Background: an optimization exercise with open tools, aiming at small area. Do not read the settings as production practice. Function was checked by simulation only, so behaviour that the tests miss may differ from the original. The clock input has no modelled driver; a real chip could not lean on it and would need a root buffer or a full tree. Power is estimated from default activity; no workload was simulated.

==> inputs of run a <==
==> flow/design.v <==
module debounce_tick (
    input  wire clk_i,
    input  wire rst_i,
    output wire tick
);
    reg [9:0] q;
    assign tick = (q == 10'b0011010001);
    always @(posedge clk_i or posedge rst_i) begin
        if (rst_i) q <= 10'b1011010001;
        else       q <= {q[8:0], (q[9] ^ q[6]) & ~tick};
    end
endmodule
module debounce #(
    parameter int DELAY = 0
) (
    input  wire clk_i,
    input  wire rst_i,
    input  wire tick,
    input  wire key_i,
    output wire debkey_o
);
    reg a, b;
    wire done = tick & a & ~b & ~key_i;
    always @(posedge clk_i or posedge rst_i) begin
        if (rst_i) begin
            a <= 1'b0;
            b <= 1'b0;
        end else if (tick) begin
            a <= (a & b) | (a & key_i) | (b & key_i);
            b <= key_i;
        end
    end
    generate
        if (DELAY == 0) begin : g_now
            assign debkey_o = done;
        end else begin : g_late
            reg f1, f2;
            always @(posedge clk_i or posedge rst_i) begin
                if (rst_i) begin
                    f1 <= 1'b0;
                    f2 <= 1'b0;
                end else begin
                    f1 <= done;
                    f2 <= f1;
                end
            end
            assign debkey_o = f2;
        end
    endgenerate
endmodule
module clock_divisor (
    input  logic clk,
    input  logic rst_i,
    output logic pulse_1hz,
    output logic pulse_500ms
);
    logic [12:0] q;
    logic p, z;
    assign z = (q == 13'b0110111011100);
    assign pulse_1hz = z & ~p;
    assign pulse_500ms = p;
    always_ff @(posedge clk or posedge rst_i) begin
        if (rst_i) begin
            q <= 13'b0111011001110;
            p <= 1'b1;
        end else begin
            q <= {q[11:7], q[6] & ~(z & ~p), q[5:3], q[2] & ~(z & p), q[1], q[0] | z, q[12] ^ q[6]};
            if (z) p <= ~p;
        end
    end
endmodule
module watch_interface (
    input  logic clock,
    input  logic reset,
    input  logic pulse_1hz,
    input  logic mode_button,
    input  logic add_button,
    input  logic sub_button,
    output logic [1:0] EA,           
    output logic [3:0] U_seconds, U_minutes, U_hours,
    output logic [2:0] D_seconds, D_minutes,
    output logic [1:0] D_hours
);
function automatic [3:0] u_inc(input [3:0] u);
    u_inc = {u[0] & (u[3] | (u[2] & u[1])), u[1] & u[0], u[0] & ~u[3], 1'b1};
endfunction
function automatic [3:0] u_dec(input [3:0] u);
    u_dec = {~u[0] & (u[3] | ~(u[2] | u[1])), ~u[0] & ~u[1] & (u[3] | u[2]), ~u[0] & (u[3] | u[2] | u[1]), 1'b1};
endfunction
function automatic [2:0] t_inc(input [2:0] d);
    t_inc = {d[0] & (d[2] | d[1]), d[0] & ~d[2], 1'b1};
endfunction
function automatic [2:0] t_dec(input [2:0] d);
    t_dec = {~d[0] & ~d[1], ~d[0] & (d[2] | d[1]), 1'b1};
endfunction
wire run   = (EA == 2'd0);
wire set_h = (EA == 2'd1);
wire set_m = (EA == 2'd2);
wire set_s = (EA == 2'd3);
wire sub_only = sub_button & ~add_button;
wire s_u9 = U_seconds[3] & U_seconds[0];
wire s_u0 = ~|U_seconds;
wire s_d5 = D_seconds[2] & D_seconds[0];
wire s_d0 = ~|D_seconds;
wire m_u9 = U_minutes[3] & U_minutes[0];
wire m_u0 = ~|U_minutes;
wire m_d5 = D_minutes[2] & D_minutes[0];
wire m_d0 = ~|D_minutes;
wire h_u9 = U_hours[3] & U_hours[0];
wire h_u0 = ~|U_hours;
wire h_23 = D_hours[1] & U_hours[1] & U_hours[0];
wire h_d0 = ~|D_hours;
wire s_tick = run & pulse_1hz;                  
wire s_add  = set_s & add_button;               
wire s_sub  = set_s & sub_only;                 
wire s_clr  = s_d5 & (s_add | (s_tick & s_u9));
wire s_inc  = s_add | s_tick;
wire m_tick = s_tick & s_u9 & s_d5;
wire m_add  = set_m & add_button;
wire m_sub  = set_m & sub_only;
wire m_clr  = m_d5 & (m_add | (m_tick & m_u9));
wire m_inc  = m_add | m_tick;
wire h_inc  = (m_tick & m_u9 & m_d5) | (set_h & add_button);
wire h_sub  = set_h & sub_only;
always_ff @(posedge clock, posedge reset) begin
    if (reset) EA <= 2'd0;
    else if (mode_button) EA <= EA + 2'd1;
end
always_ff @(posedge clock, posedge reset) begin
    if (reset) begin
        U_seconds <= 0; D_seconds <= 0;
        U_minutes <= 0; D_minutes <= 0;
        U_hours <= 0; D_hours <= 0;
    end else begin
        if (s_clr) begin
            U_seconds <= 0; D_seconds <= 0;
        end else if (s_inc) begin
            U_seconds <= U_seconds ^ u_inc(U_seconds);
            if (s_u9) D_seconds <= D_seconds ^ t_inc(D_seconds);
        end else if (s_sub) begin
            U_seconds <= U_seconds ^ u_dec(U_seconds);
            if (s_u0) D_seconds <= D_seconds ^ t_dec(D_seconds);
        end
        if (m_clr) begin
            U_minutes <= 0; D_minutes <= 0;
        end else if (m_inc) begin
            U_minutes <= U_minutes ^ u_inc(U_minutes);
            if (m_u9) D_minutes <= D_minutes ^ t_inc(D_minutes);
        end else if (m_sub) begin
            U_minutes <= U_minutes ^ u_dec(U_minutes);
            if (m_u0) D_minutes <= D_minutes ^ t_dec(D_minutes);
        end
        if (h_inc) begin
            if (h_23) begin
                U_hours <= 0; D_hours <= 0;
            end else begin
                U_hours <= U_hours ^ u_inc(U_hours);
                if (h_u9) D_hours <= {D_hours[0], ~D_hours[0]};      
            end
        end else if (h_sub) begin
            if (h_u0) begin
                if (h_d0) begin
                    U_hours <= 4'd3; D_hours <= 2'd2;                 
                end else begin
                    U_hours <= 4'd9; D_hours <= {1'b0, D_hours[1]};  
                end
            end else U_hours <= U_hours ^ u_dec(U_hours);
        end
    end
end
endmodule
module dspl_drv_8dig (
    input  wire clock,
    input  wire reset,
    input  wire [1:0] mode,        
    input  wire blink,
    input  wire [3:0] U_seconds, U_minutes, U_hours,
    input  wire [2:0] D_seconds, D_minutes,
    input  wire [1:0] D_hours,
    output wire [7:0] an,
    output reg  [7:0] dec_ddp
);
    reg [6:0] q;
    wire ck_rise = (q == 7'b0001100);
    always @(posedge clock or posedge reset) begin
        if (reset) q <= 7'b0001110;
        else       q <= {q[5:0], (q[6] ^ q[0]) | ck_rise};
    end
    reg [2:0] dig_selection;
    reg en;
    reg [3:0] selected_dig;
    reg [3:0] val;
    reg lit;
    always @(*) begin
        case (dig_selection)
            3'd0: begin val = U_seconds;          lit = blink | (mode != 2'd3); end
            3'd1: begin val = {1'b0, D_seconds};  lit = blink | (mode != 2'd3); end
            3'd3: begin val = U_minutes;          lit = blink | (mode != 2'd2); end
            3'd4: begin val = {1'b0, D_minutes};  lit = blink | (mode != 2'd2); end
            3'd6: begin val = U_hours;            lit = blink | (mode != 2'd1); end
            3'd7: begin val = {2'b00, D_hours};   lit = blink | (mode != 2'd1); end
            default: begin val = U_seconds;       lit = 1'b0; end
        endcase
    end
    always @(posedge clock or posedge reset) begin
        if (reset) begin
            dig_selection <= 3'd0;
            en <= 1'b0;
        end else if (ck_rise) begin
            dig_selection <= dig_selection + 3'd1;
            en <= lit;
        end
    end
    always @(posedge clock) begin
        if (ck_rise) selected_dig <= val;
    end
    genvar i;
    generate
        for (i = 0; i < 8; i = i + 1) begin : g_an
            assign an[i] = ~(en && dig_selection == ((i + 1) % 8));
        end
    endgenerate
    localparam [15:0] SEG1 = 16'b1000000010000011;
    localparam [15:0] SEG2 = 16'b1000100010001110;
    localparam [15:0] SEG3 = 16'b1011101010111010;
    localparam [15:0] SEG4 = 16'b1000000010010010;
    localparam [15:0] SEG5 = 16'b0000010000000100;
    localparam [15:0] SEG6 = 16'b0110000001100000;
    localparam [15:0] SEG7 = 16'b0000000000010010;
    always @(*) begin
        dec_ddp[1] = SEG1[selected_dig];
        dec_ddp[2] = SEG2[selected_dig];
        dec_ddp[3] = SEG3[selected_dig];
        dec_ddp[4] = SEG4[selected_dig];
        dec_ddp[5] = SEG5[selected_dig];
        dec_ddp[6] = SEG6[selected_dig];
        dec_ddp[7] = SEG7[selected_dig];
        dec_ddp[0] = 1'b1;
    end
endmodule
module top (
    input  logic clock,
    input  logic reset,
    input  logic mode_buttonBTNC,
    input  logic add_buttonBTNR,
    input  logic sub_buttonBTNL,
    output logic [7:0] AN,
    output logic [7:0] DIGIT
);
logic tick;
logic mode_p, add_p, sub_p;
logic pulse_1hz, pulse_500ms;
logic [1:0] EA;
logic [3:0] U_seconds, U_minutes, U_hours;
logic [2:0] D_seconds, D_minutes;
logic [1:0] D_hours;
debounce_tick dtick (.clk_i(clock), .rst_i(reset), .tick(tick));
debounce #(.DELAY(2)) mode (.clk_i(clock), .rst_i(reset), .tick(tick), .key_i(mode_buttonBTNC), .debkey_o(mode_p));
debounce #(.DELAY(0)) add  (.clk_i(clock), .rst_i(reset), .tick(tick), .key_i(add_buttonBTNR),  .debkey_o(add_p));
debounce #(.DELAY(0)) sub  (.clk_i(clock), .rst_i(reset), .tick(tick), .key_i(sub_buttonBTNL),  .debkey_o(sub_p));
clock_divisor divisor (.clk(clock), .rst_i(reset), .pulse_1hz(pulse_1hz), .pulse_500ms(pulse_500ms));
watch_interface main (
    .clock(clock), .reset(reset), .pulse_1hz(pulse_1hz),
    .mode_button(mode_p), .add_button(add_p), .sub_button(sub_p),
    .EA(EA), .U_seconds(U_seconds), .U_minutes(U_minutes), .U_hours(U_hours),
    .D_seconds(D_seconds), .D_minutes(D_minutes), .D_hours(D_hours)
);
dspl_drv_8dig display (
    .clock(clock), .reset(reset), .mode(EA), .blink(pulse_500ms),
    .U_seconds(U_seconds), .U_minutes(U_minutes), .U_hours(U_hours),
    .D_seconds(D_seconds), .D_minutes(D_minutes), .D_hours(D_hours),
    .an(AN), .dec_ddp(DIGIT)
);
endmodule
==> flow/flow/run.sh <==
#!/bin/bash
# Own layout flow: the standard synthesis, then the combinational logic
# between the registers is re-mapped by ABC with an area-oriented script
# (registers, their names and cell types are kept as instances), then the standard flow's
# standard layout from that netlist, with the port buffers made of buf_1.
set -euo pipefail
W=$PWD
LIB=$FLOW_HOME/platforms/$FLOW_PLATFORM/lib/sky130_fd_sc_hd__tt_025C_1v80.lib
R=$W/orfs/results/$FLOW_PLATFORM/top/base

# 1. standard synthesis
bash standard.sh synth > $W/synth.log 2>&1

# 2. re-map the combinational logic
mkdir -p $W/reopt
cd $W/reopt
cp $R/1_2_yosys.v std_1_2_yosys.v
cp $R/1_2_yosys.v in.v
python3 $W/flow/mkcells.py $LIB cells.v
DONTUSE=$(grep -oE 'cell *\("?sky130_fd_sc_hd__(lpflow|probe|clk|dly)[a-z0-9_]*' $LIB | sed -E 's/.*\("?//' | sed 's/^/-dont_use /' | tr '\n' ' ')
sed -e "s#@TOP@#$FLOW_TOP#" -e "s#@LIB@#$LIB#g" -e "s#@ABC@#$W/flow/reopt.abc#" -e "s#@DONTUSE@#$DONTUSE#" $W/flow/reopt.ys.in > reopt.ys
yosys -q -l $W/reopt.log reopt.ys > /dev/null 2>&1
cp out.v $R/1_2_yosys.v
touch $R/1_2_yosys.v
cd $W

# 3. standard layout from the re-mapped netlist
export BUFFER_PORTS_ARGS="-buffer_cell sky130_fd_sc_hd__buf_1"
export CTS_ARGS="-sink_clustering_enable -repair_clock_nets -dont_use_dummy_load -sink_clustering_size 24 -sink_clustering_max_diameter 300 -buf_list \"sky130_fd_sc_hd__clkbuf_8 sky130_fd_sc_hd__clkbuf_16\""
bash standard.sh finish > $W/layout.log 2>&1
==> flow/flow/mkcells.py <==
# Writes Verilog models of the liberty's cells: combinational cells as assigns,
# every other cell as a blackbox (kept as an instance).
import re, sys
lib, out = sys.argv[1], sys.argv[2]
cells = {}
cell = None; pin = None; depth = 0
for line in open(lib):
    m = re.match(r'\s*cell\s*\(\s*"?(\w+)"?\s*\)', line)
    if m:
        cell = m.group(1); cells[cell] = {'pins': {}, 'seq': False}; pin = None; continue
    if cell is None: continue
    if re.match(r'\s*(ff|latch|ff_bank|latch_bank|statetable|clock_gating_integrated_cell)\b', line):
        cells[cell]['seq'] = True
    m = re.match(r'\s*pin\s*\(\s*"?(\w+)"?\s*\)', line)
    if m: pin = m.group(1); cells[cell]['pins'][pin] = {'dir': None, 'fn': None}; continue
    m = re.match(r'\s*direction\s*:\s*"?(\w+)"?', line)
    if m and pin: cells[cell]['pins'][pin]['dir'] = m.group(1)
    m = re.match(r'\s*function\s*:\s*"([^"]*)"', line)
    if m and pin: cells[cell]['pins'][pin]['fn'] = m.group(1)
with open(out, 'w') as f:
    for c, d in cells.items():
        ins = [p for p, v in d['pins'].items() if v['dir'] == 'input']
        outs = [p for p, v in d['pins'].items() if v['dir'] == 'output']
        ports = ins + outs
        comb = (not d['seq']) and outs and all(d['pins'][o]['fn'] for o in outs)
        if not comb:
            f.write('(* blackbox *)\n')
        f.write(f"module {c} ({', '.join(ports)});\n")
        for p in ins: f.write(f"  input {p};\n")
        for p in outs: f.write(f"  output {p};\n")
        if comb:
            for o in outs:
                e = d['pins'][o]['fn'].replace('!', '~').replace('+', '|').replace('*', '&')
                e = re.sub(r'(\w)\s+(?=[\w(~])', r'\1 & ', e)  # implicit AND by juxtaposition
                f.write(f"  assign {o} = {e};\n")
        f.write("endmodule\n")
==> flow/flow/reopt.abc <==
strash
&get -n
&deepsyn -I 2 -J 30
&put
dch -f
amap
topo
==> flow/flow/reopt.ys.in <==
read_verilog cells.v
read_verilog in.v
hierarchy -top @TOP@
flatten
simplemap
opt -fast -purge
tee -o stat_before.txt stat
abc -liberty @LIB@ -script @ABC@ @DONTUSE@
opt_clean -purge
splitnets
opt_clean -purge
hilomap -singleton -hicell sky130_fd_sc_hd__conb_1 HI -locell sky130_fd_sc_hd__conb_1 LO
insbuf -buf sky130_fd_sc_hd__buf_4 A X
tee -o stat_after.txt stat -liberty @LIB@
write_verilog -noattr -nohex -nodec out.v
==> flow/standard.sh <==
#!/bin/bash
# synth_recipe.tcl (not shown) runs the flow's synth.tcl, then flattens the netlist and writes it again
# the make line also repeats each setting of config.mk as NAME=value (left out here)
make -C /OpenROAD-flow-scripts/flow DESIGN_CONFIG=/design/flow/config.mk WORK_HOME=/design/flow/orfs CLKGATE_MAP_FILE= SYNTH_SCRIPT=/design/flow/synth_recipe.tcl "${@:-finish}"
==> flow/config.mk <==
export PLATFORM = sky130hd
export DESIGN_NAME = top
export DESIGN_NICKNAME = top
export VERILOG_FILES = /design/flow/design.v
export SDC_FILE = /design/flow/constraint.sdc
export NUM_CORES = 4
export LEC_CHECK = 0
export CAP_MARGIN = 20
export CORE_MARGIN = 2
export CORE_UTILIZATION = 40
export SLEW_MARGIN = 20
==> flow/constraint.sdc <==
create_clock -name core_clock -period 10.0 [get_ports {clock}]
set_input_delay 2.0000 -clock core_clock [delete_from_list [all_inputs] [get_ports {clock}]]
set_output_delay 2.0000 -clock core_clock [all_outputs]
set_load 0.01 [all_outputs]
==> inputs of run b, as changes to run a <==
--- a/flow/flow/run.sh
+++ b/flow/flow/run.sh
@@ -4,3 +4,4 @@
 # (registers, their names and cell types are kept as instances), then the standard flow's
-# standard layout from that netlist, with the port buffers made of buf_1.
+# standard layout from that netlist, with the port buffers made of buf_1
+# and a one-level clock tree of 4 buffers (flow/manual_cts.tcl).
 set -euo pipefail
@@ -28,3 +29,7 @@
 export BUFFER_PORTS_ARGS="-buffer_cell sky130_fd_sc_hd__buf_1"
-export CTS_ARGS="-sink_clustering_enable -repair_clock_nets -dont_use_dummy_load -sink_clustering_size 24 -sink_clustering_max_diameter 300 -buf_list \"sky130_fd_sc_hd__clkbuf_8 sky130_fd_sc_hd__clkbuf_16\""
+# clock tree: the clock port drives 4 clkbuf_8, each driving the clock pins
+# of one group of nearby registers (flow/manual_cts.tcl, run before ORFS CTS)
+export PRE_CTS_TCL=$W/flow/manual_cts.tcl
+export MANUAL_CTS_GROUPS=4
+export MANUAL_CTS_BUF=sky130_fd_sc_hd__clkbuf_8
 bash standard.sh finish > $W/layout.log 2>&1
==> flow/flow/manual_cts.tcl (new file) <==
# Manual clock tree, sourced by ORFS's cts.tcl before its CTS (PRE_CTS_TCL).
# The registers' clock pins are split into NCLK groups by position (k-means),
# each group is driven by one clock buffer placed at its centre, and the
# clock port drives the NCLK buffers. ORFS's clock_tree_synthesis is then
# skipped; the rest of cts.tcl (legalization, timing repair) runs as usual.
set ncl $::env(MANUAL_CTS_GROUPS)
set bufname $::env(MANUAL_CTS_BUF)
set block [ord::get_db_block]
set db [ord::get_db]
set clk_net [$block findNet clock]
set sinks {}
foreach it [$clk_net getITerms] {
  if { [$it isInputSignal] || [$it getIoType] == "INPUT" } {
    set inst [$it getInst]
    set bb [$inst getBBox]
    lappend sinks [list $it [expr {([$bb xMin] + [$bb xMax]) / 2.0}] [expr {([$bb yMin] + [$bb yMax]) / 2.0}]]
  }
}
set n [llength $sinks]
puts "manual CTS: $n clock sinks, $ncl groups of $bufname"
# k-means, seeded with sinks spread along x then y order
set sorted [lsort -real -index 1 $sinks]
set cx {}; set cy {}
for {set k 0} {$k < $ncl} {incr k} {
  set s [lindex $sorted [expr {int(($k + 0.5) * $n / $ncl)}]]
  lappend cx [lindex $s 1]; lappend cy [lindex $s 2]
}
set cap [expr {int(ceil(double($n) / $ncl))}]
for {set iter 0} {$iter < 50} {incr iter} {
  # capacitated assignment: sinks in order of their best distance, each to the nearest group with room
  set cand {}
  foreach s $sinks {
    set best 1e18
    for {set k 0} {$k < $ncl} {incr k} {
      set d [expr {abs([lindex $s 1] - [lindex $cx $k]) + abs([lindex $s 2] - [lindex $cy $k])}]
      if {$d < $best} { set best $d }
    }
    lappend cand [list $s $best]
  }
  set cnt [lrepeat $ncl 0]
  set asg {}
  foreach c [lsort -real -index 1 $cand] {
    set s [lindex $c 0]
    set bk -1; set bd 1e18
    for {set k 0} {$k < $ncl} {incr k} {
      if {[lindex $cnt $k] >= $cap} continue
      set d [expr {abs([lindex $s 1] - [lindex $cx $k]) + abs([lindex $s 2] - [lindex $cy $k])}]
      if {$d < $bd} { set bd $d; set bk $k }
    }
    lset cnt $bk [expr {[lindex $cnt $bk] + 1}]
    lappend asg [list $s $bk]
  }
  set sx [lrepeat $ncl 0.0]; set sy [lrepeat $ncl 0.0]
  foreach a $asg {
    set k [lindex $a 1]; set s [lindex $a 0]
    lset sx $k [expr {[lindex $sx $k] + [lindex $s 1]}]
    lset sy $k [expr {[lindex $sy $k] + [lindex $s 2]}]
  }
  for {set k 0} {$k < $ncl} {incr k} {
    if {[lindex $cnt $k] > 0} {
      lset cx $k [expr {[lindex $sx $k] / [lindex $cnt $k]}]
      lset cy $k [expr {[lindex $sy $k] / [lindex $cnt $k]}]
    }
  }
}
set master [$db findMaster $bufname]
for {set k 0} {$k < $ncl} {incr k} {
  set inst [odb::dbInst_create $block $master "clkbuf_manual_$k"]
  set net [odb::dbNet_create $block "clknet_manual_$k"]
  $net setSigType CLOCK
  [$inst findITerm A] connect $clk_net
  [$inst findITerm X] connect $net
  $inst setLocation [expr {int([lindex $cx $k])}] [expr {int([lindex $cy $k])}]
  $inst setPlacementStatus PLACED
  lappend bufnets $net
}
foreach a $asg {
  set it [lindex [lindex $a 0] 0]
  set k [lindex $a 1]
  $it disconnect
  $it connect [lindex $bufnets $k]
}
puts "manual CTS: group sizes $cnt"
rename clock_tree_synthesis __orfs_clock_tree_synthesis
proc clock_tree_synthesis { args } {
  puts "manual CTS: clock_tree_synthesis skipped"
  set_propagated_clock [all_clocks]
}
==> flow/flow/reopt.abc (replaced) <==
strash
&get -n
&deepsyn -I 10 -J 100
&put
dch -f
amap
topo
==> inputs of run c, as changes to run a <==
--- a/flow/design.v
+++ b/flow/design.v
@@ -201,3 +201,4 @@
             3'd7: begin val = {2'b00, D_hours};   lit = blink | (mode != 2'd1); end
-            default: begin val = U_seconds;       lit = 1'b0; end
+            3'd2: begin val = U_minutes;          lit = 1'b0; end
+            default: begin val = {1'b0, D_minutes}; lit = 1'b0; end
         endcase
@@ -219,3 +220,7 @@
         for (i = 0; i < 8; i = i + 1) begin : g_an
-            assign an[i] = ~(en && dig_selection == ((i + 1) % 8));
+            if (i == 2 || i == 5) begin : g_dark
+                assign an[i] = 1'b1;
+            end else begin : g_lit
+                assign an[i] = ~(en && dig_selection == ((i + 1) % 8));
+            end
         end
--- a/flow/flow/run.sh
+++ b/flow/flow/run.sh
@@ -4,3 +4,4 @@
 # (registers, their names and cell types are kept as instances), then the standard flow's
-# standard layout from that netlist, with the port buffers made of buf_1.
+# standard layout from that netlist, with the port buffers made of buf_1
+# and a one-level clock tree of 4 buffers (flow/manual_cts.tcl).
 set -euo pipefail
@@ -28,3 +29,7 @@
 export BUFFER_PORTS_ARGS="-buffer_cell sky130_fd_sc_hd__buf_1"
-export CTS_ARGS="-sink_clustering_enable -repair_clock_nets -dont_use_dummy_load -sink_clustering_size 24 -sink_clustering_max_diameter 300 -buf_list \"sky130_fd_sc_hd__clkbuf_8 sky130_fd_sc_hd__clkbuf_16\""
+# clock tree: the clock port drives 4 clkbuf_8, each driving the clock pins
+# of one group of nearby registers (flow/manual_cts.tcl, run before ORFS CTS)
+export PRE_CTS_TCL=$W/flow/manual_cts.tcl
+export MANUAL_CTS_GROUPS=4
+export MANUAL_CTS_BUF=sky130_fd_sc_hd__clkbuf_8
 bash standard.sh finish > $W/layout.log 2>&1
==> flow/flow/manual_cts.tcl (new file) <==
# Manual clock tree, sourced by ORFS's cts.tcl before its CTS (PRE_CTS_TCL).
# The registers' clock pins are split into NCLK groups by position (k-means),
# each group is driven by one clock buffer placed at its centre, and the
# clock port drives the NCLK buffers. ORFS's clock_tree_synthesis is then
# skipped; the rest of cts.tcl (legalization, timing repair) runs as usual.
set ncl $::env(MANUAL_CTS_GROUPS)
set bufname $::env(MANUAL_CTS_BUF)
set block [ord::get_db_block]
set db [ord::get_db]
set clk_net [$block findNet clock]
set sinks {}
foreach it [$clk_net getITerms] {
  if { [$it isInputSignal] || [$it getIoType] == "INPUT" } {
    set inst [$it getInst]
    set bb [$inst getBBox]
    lappend sinks [list $it [expr {([$bb xMin] + [$bb xMax]) / 2.0}] [expr {([$bb yMin] + [$bb yMax]) / 2.0}]]
  }
}
set n [llength $sinks]
puts "manual CTS: $n clock sinks, $ncl groups of $bufname"
# k-means, seeded with sinks spread along x then y order
set sorted [lsort -real -index 1 $sinks]
set cx {}; set cy {}
for {set k 0} {$k < $ncl} {incr k} {
  set s [lindex $sorted [expr {int(($k + 0.5) * $n / $ncl)}]]
  lappend cx [lindex $s 1]; lappend cy [lindex $s 2]
}
set cap [expr {int(ceil(double($n) / $ncl))}]
for {set iter 0} {$iter < 50} {incr iter} {
  # capacitated assignment: sinks in order of their best distance, each to the nearest group with room
  set cand {}
  foreach s $sinks {
    set best 1e18
    for {set k 0} {$k < $ncl} {incr k} {
      set d [expr {abs([lindex $s 1] - [lindex $cx $k]) + abs([lindex $s 2] - [lindex $cy $k])}]
      if {$d < $best} { set best $d }
    }
    lappend cand [list $s $best]
  }
  set cnt [lrepeat $ncl 0]
  set asg {}
  foreach c [lsort -real -index 1 $cand] {
    set s [lindex $c 0]
    set bk -1; set bd 1e18
    for {set k 0} {$k < $ncl} {incr k} {
      if {[lindex $cnt $k] >= $cap} continue
      set d [expr {abs([lindex $s 1] - [lindex $cx $k]) + abs([lindex $s 2] - [lindex $cy $k])}]
      if {$d < $bd} { set bd $d; set bk $k }
    }
    lset cnt $bk [expr {[lindex $cnt $bk] + 1}]
    lappend asg [list $s $bk]
  }
  set sx [lrepeat $ncl 0.0]; set sy [lrepeat $ncl 0.0]
  foreach a $asg {
    set k [lindex $a 1]; set s [lindex $a 0]
    lset sx $k [expr {[lindex $sx $k] + [lindex $s 1]}]
    lset sy $k [expr {[lindex $sy $k] + [lindex $s 2]}]
  }
  for {set k 0} {$k < $ncl} {incr k} {
    if {[lindex $cnt $k] > 0} {
      lset cx $k [expr {[lindex $sx $k] / [lindex $cnt $k]}]
      lset cy $k [expr {[lindex $sy $k] / [lindex $cnt $k]}]
    }
  }
}
set master [$db findMaster $bufname]
for {set k 0} {$k < $ncl} {incr k} {
  set inst [odb::dbInst_create $block $master "clkbuf_manual_$k"]
  set net [odb::dbNet_create $block "clknet_manual_$k"]
  $net setSigType CLOCK
  [$inst findITerm A] connect $clk_net
  [$inst findITerm X] connect $net
  $inst setLocation [expr {int([lindex $cx $k])}] [expr {int([lindex $cy $k])}]
  $inst setPlacementStatus PLACED
  lappend bufnets $net
}
foreach a $asg {
  set it [lindex [lindex $a 0] 0]
  set k [lindex $a 1]
  $it disconnect
  $it connect [lindex $bufnets $k]
}
puts "manual CTS: group sizes $cnt"
rename clock_tree_synthesis __orfs_clock_tree_synthesis
proc clock_tree_synthesis { args } {
  puts "manual CTS: clock_tree_synthesis skipped"
  set_propagated_clock [all_clocks]
}
==> flow/flow/reopt.abc (replaced) <==
strash
&get -n
&deepsyn -I 10 -J 100
&put
dch -f
amap
topo
==> notes.md <==
Run c finished with timing, DRC and antenna clean. Run a finished clean. Run b passed the timing, DRC and antenna checks. The lowest clock skew belongs to run c, the highest to run a. Fmax, lowest first: run c, run a, run b. Cell area: run a is larger than run b (3.7%). Worst hold slack: run c is lower than run a (0.0025 ns). Register-to-register slack, highest first: run b, run a, run c.
==> figures <==
metric                                                                                run b                    run c                    run a
Result of the run                                                   complete, no violations  complete, no violations  complete, no violations
Power share of the clock group                                                        0.263                    0.266                    0.361
Number of detailed-routing iterations run before antenna repair                           5                        4                        4
Clock-net power                                                                    0.104 mW                 0.105 mW                 0.167 mW
Effective utilization at floorplan                                                    0.418                    0.414                    0.407
Slowest library cell on the worst path                              sky130_fd_sc_hd__nor4_1  sky130_fd_sc_hd__nor3_1  sky130_fd_sc_hd__nor4_1
Clock latency of the later-clocked register in the worst-skew pair                  0.16 ns                  0.16 ns                  0.34 ns
Maximum fanout encountered on the critical timing path                                    4                        5                        5
Number of global-route vias before repair                                             2,239                    2,128                    2,277
Top achievable clock speed                                                        0.256 GHz                0.203 GHz                0.243 GHz
Worst slack at placement                                                            5.99 ns                  4.98 ns                  5.65 ns
Amount of wire on met2 after detailed routing                                  2630 microns             2520 microns             2800 microns
The clock cells of run b and run c come from the design's own scripts or RTL, not from TritonCTS.

afterwards: timing with drivers on the ports:
In the flow no input, the clock included, has a driving cell. The finished layouts below were timed again as built, in two steps. Step 1 assumes that a clkbuf_16 drives the clock port and a buf_2 every other input. Step 2, shift: input delay + t, output delay - t, t = (earliest + latest rising clock arrival at the registers) / 2. This alone moves slack from input paths to output paths. Three values: no drivers, after step 1, after step 2; two values: the first two.
| run | t, ns | slack for setup (ns) | worst setup path at the end | worst data-port slew with drivers (ns) | pins driven straight from the clock port |
|---|---|---|---|---|---|
| run a | 0.354 | 5.889 / 5.900 / 5.547 | input to register | 0.03 | 1 |
| run b | 0.216 | 6.098 / 6.138 / 5.921 | input to register | 0.03 | 4 |
| run c | 0.220 | 5.064 / 5.108 / 4.889 | input to register | 0.03 | 4 |
After both steps setup and hold are still met in every run listed. For run a, which loses most, drivers alone change the setup slack by +0.011 ns; drivers and shift together by -0.342 ns.
